This is an optimization exercise on Yosys and OpenROAD, whose aim is small area, not a production implementation. The RTL was checked by simulation tests, not by an equivalence proof against the original design. No activity file was given, so power comes from the tool's default toggle rates.

==> run a <==
==> flow/design.v <==
`timescale 1ns/10ps
module cpu(clk,reset,memdata,memread,memwrite,adr,writedata,groundconstant);
input        clk;
input        reset;
input  [7:0] memdata;
input        groundconstant;
output       memread;
output       memwrite;
output [7:0] adr;
output [7:0] writedata;
localparam C_NOP = 3'd0, C_J = 3'd1, C_BEQ = 3'd2, C_SB = 3'd3, C_LB = 3'd4, C_R = 3'd5;
reg  [2:0] ph;       
reg  [1:0] rnd;      
reg  [2:0] cls;      
reg  [5:0] pc;       
reg  [7:0] ar;       
reg  [7:0] wd;       
reg  [2:0] f;        
reg        c;        
reg  [7:0] rf [1:7];
wire is_j = cls == C_J, is_beq = cls == C_BEQ, is_lb = cls == C_LB, is_r = cls == C_R, is_sb = cls == C_SB;
wire r0 = rnd == 2'd0, r1 = rnd == 2'd1, r2 = rnd == 2'd2, r3 = rnd == 2'd3;
wire       use_ar = r2 && (is_lb || (is_sb && ph == 3'd0));
wire [1:0] idx = r0 ? 2'd1 : r1 ? 2'd3 : r2 ? (is_r ? 2'd2 : 2'd3) : 2'd0;
assign adr       = use_ar ? ar : {pc, idx};
assign memwrite  = is_sb && r2 && ph == 3'd0;
assign memread   = ~memwrite;
assign writedata = wd;
wire [2:0] ra = r0 ? memdata[7:5] : f;
reg        pr;
always @(*)
  case (ra)
    3'd1: pr = rf[1][0];
    3'd2: pr = rf[2][0];
    3'd3: pr = rf[3][0];
    3'd4: pr = rf[4][0];
    3'd5: pr = rf[5][0];
    3'd6: pr = rf[6][0];
    3'd7: pr = rf[7][0];
    default: pr = 1'b0;
  endcase
wire       mb = memdata[ph];
wire [5:0] fn = memdata[5:0];
wire       rr    = is_r && r1;
wire       f_slt = fn == 6'b101010;
wire       f_sub = fn == 6'b100010 || f_slt;
wire       f_add = fn == 6'b100000;
wire       f_and = fn == 6'b100100;
wire       sub   = rr && f_sub;
wire       lor   = rr && !f_sub && !f_add && !f_and;
wire       land  = rr && f_and || is_beq && r2;
wire       x  = r3 ? (!is_j && pc[0]) : r0 ? pr : is_beq ? c : is_j ? 1'b0 : ar[0];
wire       y  = r0 ? 1'b0 : r3 ? ((is_j || is_beq) && ar[0]) : is_r ? pr : mb;
wire       yy = y ^ sub;
wire       ci = (ph == 3'd0) ? (sub || r3 && !is_j) : c;
wire       s  = x ^ yy ^ ci;
wire       co = (x & yy) | (ci & (x ^ yy));
wire       res = land ? (x & y) : lor ? (x | y) : s;
wire       we = r2 && (is_lb || is_r);
wire [2:0] wa = is_lb ? f : memdata[5:3];
wire       wb = is_lb ? mb : c ? (ph == 3'd0 && ar[7]) : ar[0];
integer i;
always @(posedge clk) begin
  for (i = 1; i < 8; i = i + 1)
    rf[i] <= {(we && wa == i) ? wb : rf[i][0], rf[i][7:1]};
  wd <= {pr, wd[7:1]};
  if (!(is_lb && r2)) ar <= {res, ar[7:1]};
  if (is_beq && r1) c <= (ph == 3'd0 || c) && (ar[0] == pr);
  else if (rr && ph == 3'd7) c <= f_slt;
  else if (!((is_r || is_beq) && r2)) c <= co;
  if (r0) f <= memdata[2:0];
  if (reset) begin
    ph  <= 3'd7;
    rnd <= 2'd3;
    cls <= C_NOP;
    pc  <= 6'd0;
  end else begin
    {rnd, ph} <= {rnd, ph} + 5'd1;
    if (r3 && ph < 3'd6) pc <= {s, pc[5:1]};
    if (r3 && ph == 3'd7)
      case (memdata[7:2])
        6'b100000: cls <= C_LB;
        6'b101000: cls <= C_SB;
        6'b000000: cls <= C_R;
        6'b000100: cls <= C_BEQ;
        6'b000010: cls <= C_J;
        default:   cls <= C_NOP;
      endcase
  end
end
endmodule
==> flow/flow/run.sh <==
#!/bin/bash
# The standard layout (standard.sh), changed in ways that do not change the
# design or what is measured:
#  - synthesis is the standard synthesis script (synth_recipe.tcl and ORFS's
#    synth.tcl) with only its ABC script replaced by an area-oriented one
#    (flow/abc_area.script); flip-flop mapping, flattening and renaming are
#    untouched, so the registers are the standard synthesis's;
#  - port buffers are the smallest buffer (buf_1) instead of clkdlybuf4s50_1;
#  - the clock tree is TritonCTS's without dummy loads.
# Each tool's log is under orfs/logs; the make output goes to standard.log.
set -euo pipefail
here=$(pwd)
sed "s#log_cmd abc {\*}\$abc_args#log_cmd abc -script $here/flow/abc_area.script {*}\$lib_args {*}\$lib_dont_use_args -constr \$::env(OBJECTS_DIR)/abc.constr#" \
  "$FLOW_HOME/scripts/synth.tcl" > synth_core.tcl
grep -q "flow/abc_area.script" synth_core.tcl
sed "s#source \$::env(SCRIPTS_DIR)/synth.tcl#source $here/synth_core.tcl#" synth_recipe.tcl > my_synth.tcl
grep -q "synth_core.tcl" my_synth.tcl
sed "s#SYNTH_SCRIPT=[^ ]*#SYNTH_SCRIPT=$here/my_synth.tcl#" standard.sh > my_standard.sh
grep -q "my_synth.tcl" my_standard.sh
export BUFFER_PORTS_ARGS="-buffer_cell sky130_fd_sc_hd__buf_1"
export CTS_ARGS="-sink_clustering_enable -repair_clock_nets -dont_use_dummy_load"
bash my_standard.sh > standard.log 2>&1
==> flow/flow/abc_area.script <==
strash
dch
map -a
topo
==> flow/standard.sh <==
#!/bin/bash
# synth_recipe.tcl (not shown) runs the flow's synth.tcl, then flattens the netlist and writes it again
# the make line also repeats each setting of config.mk as NAME=value (left out here)
make -C /OpenROAD-flow-scripts/flow DESIGN_CONFIG=/design/flow/config.mk WORK_HOME=/design/flow/orfs CLKGATE_MAP_FILE= SYNTH_SCRIPT=/design/flow/synth_recipe.tcl "${@:-finish}"
==> flow/config.mk <==
export PLATFORM = sky130hd
export DESIGN_NAME = cpu
export DESIGN_NICKNAME = cpu
export VERILOG_FILES = /design/flow/design.v
export SDC_FILE = /design/flow/constraint.sdc
export NUM_CORES = 4
export LEC_CHECK = 0
export CAP_MARGIN = 20
export CORE_MARGIN = 2
export CORE_UTILIZATION = 75
export PLACE_DENSITY = 0.9
export SLEW_MARGIN = 20
==> flow/constraint.sdc <==
create_clock -name core_clock -period 5.0 [get_ports {clk}]
set_input_delay 1.0000 -clock core_clock [delete_from_list [all_inputs] [get_ports {clk}]]
set_output_delay 1.0000 -clock core_clock [all_outputs]
set_load 0.01 [all_outputs]
==> run b (differences from run a) <==
==> flow/design.v, changed modules only <==
module cpu(clk,reset,memdata,memread,memwrite,adr,writedata,groundconstant);
input        clk;
input        reset;
input  [7:0] memdata;
input        groundconstant;
output       memread;
output       memwrite;
output [7:0] adr;
output [7:0] writedata;
localparam C_NOP = 3'd0, C_J = 3'd1, C_BEQ = 3'd2, C_SB = 3'd3, C_LB = 3'd4, C_R = 3'd5;
reg  [2:0] ph;       
reg  [1:0] rnd;      
reg  [2:0] cls;      
reg  [5:0] pc;       
reg  [7:0] ar;       
reg  [7:0] wd;       
reg  [2:0] f;        
reg        c;        
reg        z;        
reg  [7:0] rf [1:7];
wire last = (cls == C_NOP || cls == C_J) ? (rnd == 2'd0) :
            (cls == C_BEQ || cls == C_SB) ? (rnd == 2'd2) : (rnd == 2'd3);
wire upd  = last && ph == 3'd6;
wire opc  = last && ph == 3'd7;
wire       use_ar = rnd == 2'd2 && (cls == C_LB || (cls == C_SB && ph == 3'd0));
reg  [1:0] idx;
always @(*)
  if (ph == 3'd7 && last) idx = 2'd0;
  else if (rnd == 2'd0 && cls != C_NOP && cls != C_J) idx = 2'd1;
  else if (rnd == 2'd2 && cls == C_R) idx = 2'd2;
  else idx = 2'd3;
assign adr       = use_ar ? ar : {pc, idx};
assign memwrite  = cls == C_SB && rnd == 2'd2 && ph == 3'd0;
assign memread   = ~memwrite;
assign writedata = wd;
wire [2:0] ra = memdata[7:5];
wire       pa = (ra == 3'd0) ? 1'b0 : rf[ra][0];
wire       pb = (f == 3'd0) ? 1'b0 : rf[f][0];
wire       mb = memdata[ph];
wire [5:0] fn = memdata[5:0];
wire       r2    = cls == C_R && rnd == 2'd1;
wire       f_slt = fn == 6'b101010;
wire       f_sub = fn == 6'b100010 || f_slt;
wire       f_add = fn == 6'b100000;
wire       f_and = fn == 6'b100100;
wire       sub   = r2 && f_sub;
wire       lor   = r2 && !f_sub && !f_add && !f_and;
wire       land  = r2 && f_and;
wire       x  = (rnd == 2'd0) ? pa : ar[0];
wire       y  = (rnd == 2'd0) ? 1'b0 : (cls == C_R) ? pb : mb;
wire       yy = y ^ sub;
wire       ci = (ph == 3'd0) ? sub : c;
wire       s  = x ^ yy ^ ci;
wire       co = (x & yy) | (ci & (x ^ yy));
wire       res = land ? (x & y) : lor ? (x | y) : s;
wire       is_lb = cls == C_LB;
wire       we = rnd == 2'd2 && (is_lb || cls == C_R);
wire [2:0] wa = is_lb ? f : memdata[5:3];
wire       wb = is_lb ? mb : z ? (ph == 3'd0 && ar[7]) : ar[0];
wire       taken = (cls == C_BEQ && z) || cls == C_J;
wire [5:0] pcn = ((cls == C_J) ? 6'd0 : pc) + (taken ? memdata[5:0] : 6'd0) + {5'd0, cls != C_J};
integer i;
always @(posedge clk) begin
  for (i = 1; i < 8; i = i + 1)
    rf[i] <= {(we && wa == i) ? wb : rf[i][0], rf[i][7:1]};
  wd <= {pb, wd[7:1]};
  if (!(is_lb && rnd == 2'd2)) ar <= {res, ar[7:1]};
  c <= co;
  if (rnd == 2'd0) f <= memdata[2:0];
  if (r2) z <= f_slt;
  else if (cls == C_BEQ && rnd == 2'd1) z <= (ph == 3'd0 || z) && (ar[0] == pb);
  if (reset) begin
    ph  <= 3'd7;
    rnd <= 2'd0;
    cls <= C_NOP;
    pc  <= 6'd0;
  end else begin
    ph <= ph + 3'd1;
    if (upd) pc <= pcn;
    if (opc) begin
      rnd <= 2'd0;
      case (memdata[7:2])
        6'b100000: cls <= C_LB;
        6'b101000: cls <= C_SB;
        6'b000000: cls <= C_R;
        6'b000100: cls <= C_BEQ;
        6'b000010: cls <= C_J;
        default:   cls <= C_NOP;
      endcase
    end else if (ph == 3'd7)
      rnd <= rnd + 2'd1;
  end
end
endmodule
==> flow/run.sh (new file) <==
#!/bin/bash
# synth_recipe.tcl (not shown) runs the flow's synth.tcl, then flattens the netlist and writes it again
# the make line also repeats each setting of config.mk as NAME=value (left out here)
make -C /OpenROAD-flow-scripts/flow DESIGN_CONFIG=/design/flow/config.mk WORK_HOME=/design/flow/orfs CLKGATE_MAP_FILE= SYNTH_SCRIPT=/design/flow/synth_recipe.tcl finish
CORE_UTILIZATION = 40   (was 75)
PLACE_DENSITY = 0.6   (was 0.9)
removed: flow/flow/run.sh
removed: flow/flow/abc_area.script
removed: flow/standard.sh
==> qor summary <==
quantity                                                                               run b              run a
Outcome                                                                       finished clean     finished clean
Wire length after detailed routing                                                   6.63 mm            6.90 mm
Fraction of area in multi-input gates                                                  36.2%              27.9%
Post-synth cell types                                                                     56                 29
Final-layout fill cell count                                                             824                177
End of the worst register-to-register path                                pc[4]$_SDFFE_PP0P_    ar[7]$_DFFE_PN_
Total clock network power                                                             491 uW             378 uW
WS Path Type                                                             flop to output port       flop to flop
Layout clock area frac                                                                 4.89%              3.79%
Xor/xnor cell area share of the yosys netlist                                         0.747%             0.293%
Layout overhead on the synthesized area                                                16.3%              9.56%
Minimum clock period                                                                 3.83 ns            4.25 ns
Maximum number of pins on one net before global-route repair                              20                 16
Launch instance of the worst register-to-register path                   cls[0]$_SDFFE_PP0P_  rnd[0]$_SDFF_PP1_
Mapped Nets                                                                              331                321
Number of global-route vias before repair                                               2260               2259
Final HPWL DP                                                                        4.66 mm            4.42 mm
Clock slew at the register clock pins of the worst setup and hold paths              0.10 ns            0.09 ns
Critical Path Source                                                     rnd[0]$_SDFFE_PP0N_  rnd[0]$_SDFF_PP1_
Combinational Power Share                                                               7.9%              16.3%

re-timing with driven ports:
The results above use ideal ports. As a check the final layouts listed here were re-extracted and re-timed, cells and wires unchanged.
Step 1 sets driving cells, clkbuf_16 on the clock port and buf_2 on the other inputs (assumed; they add their load-dependent delay and slew).
Step 2 moves the port delays by t, midway between the first and last clock arrival at a register: inputs arrive t later, outputs are due t later. That takes back most of the time a late clock gives input paths.
Three values: no drivers, after step 1, after step 2; two values: the first two.
| run | t, ns | slack for setup (ns) | worst hold slack (ns) |
|---|---|---|---|
| run a | 0.382 | 0.754 / 0.754 / 0.615 | 0.306 / 0.306 / 0.306 |
| run b | 0.385 | 1.175 / 1.145 / 0.961 | 0.328 / 0.328 / 0.328 |
After both steps every run listed still meets setup and hold. The setup slack of run b, which loses most, moves by -0.030 ns with the drivers and by -0.214 ns with both steps.
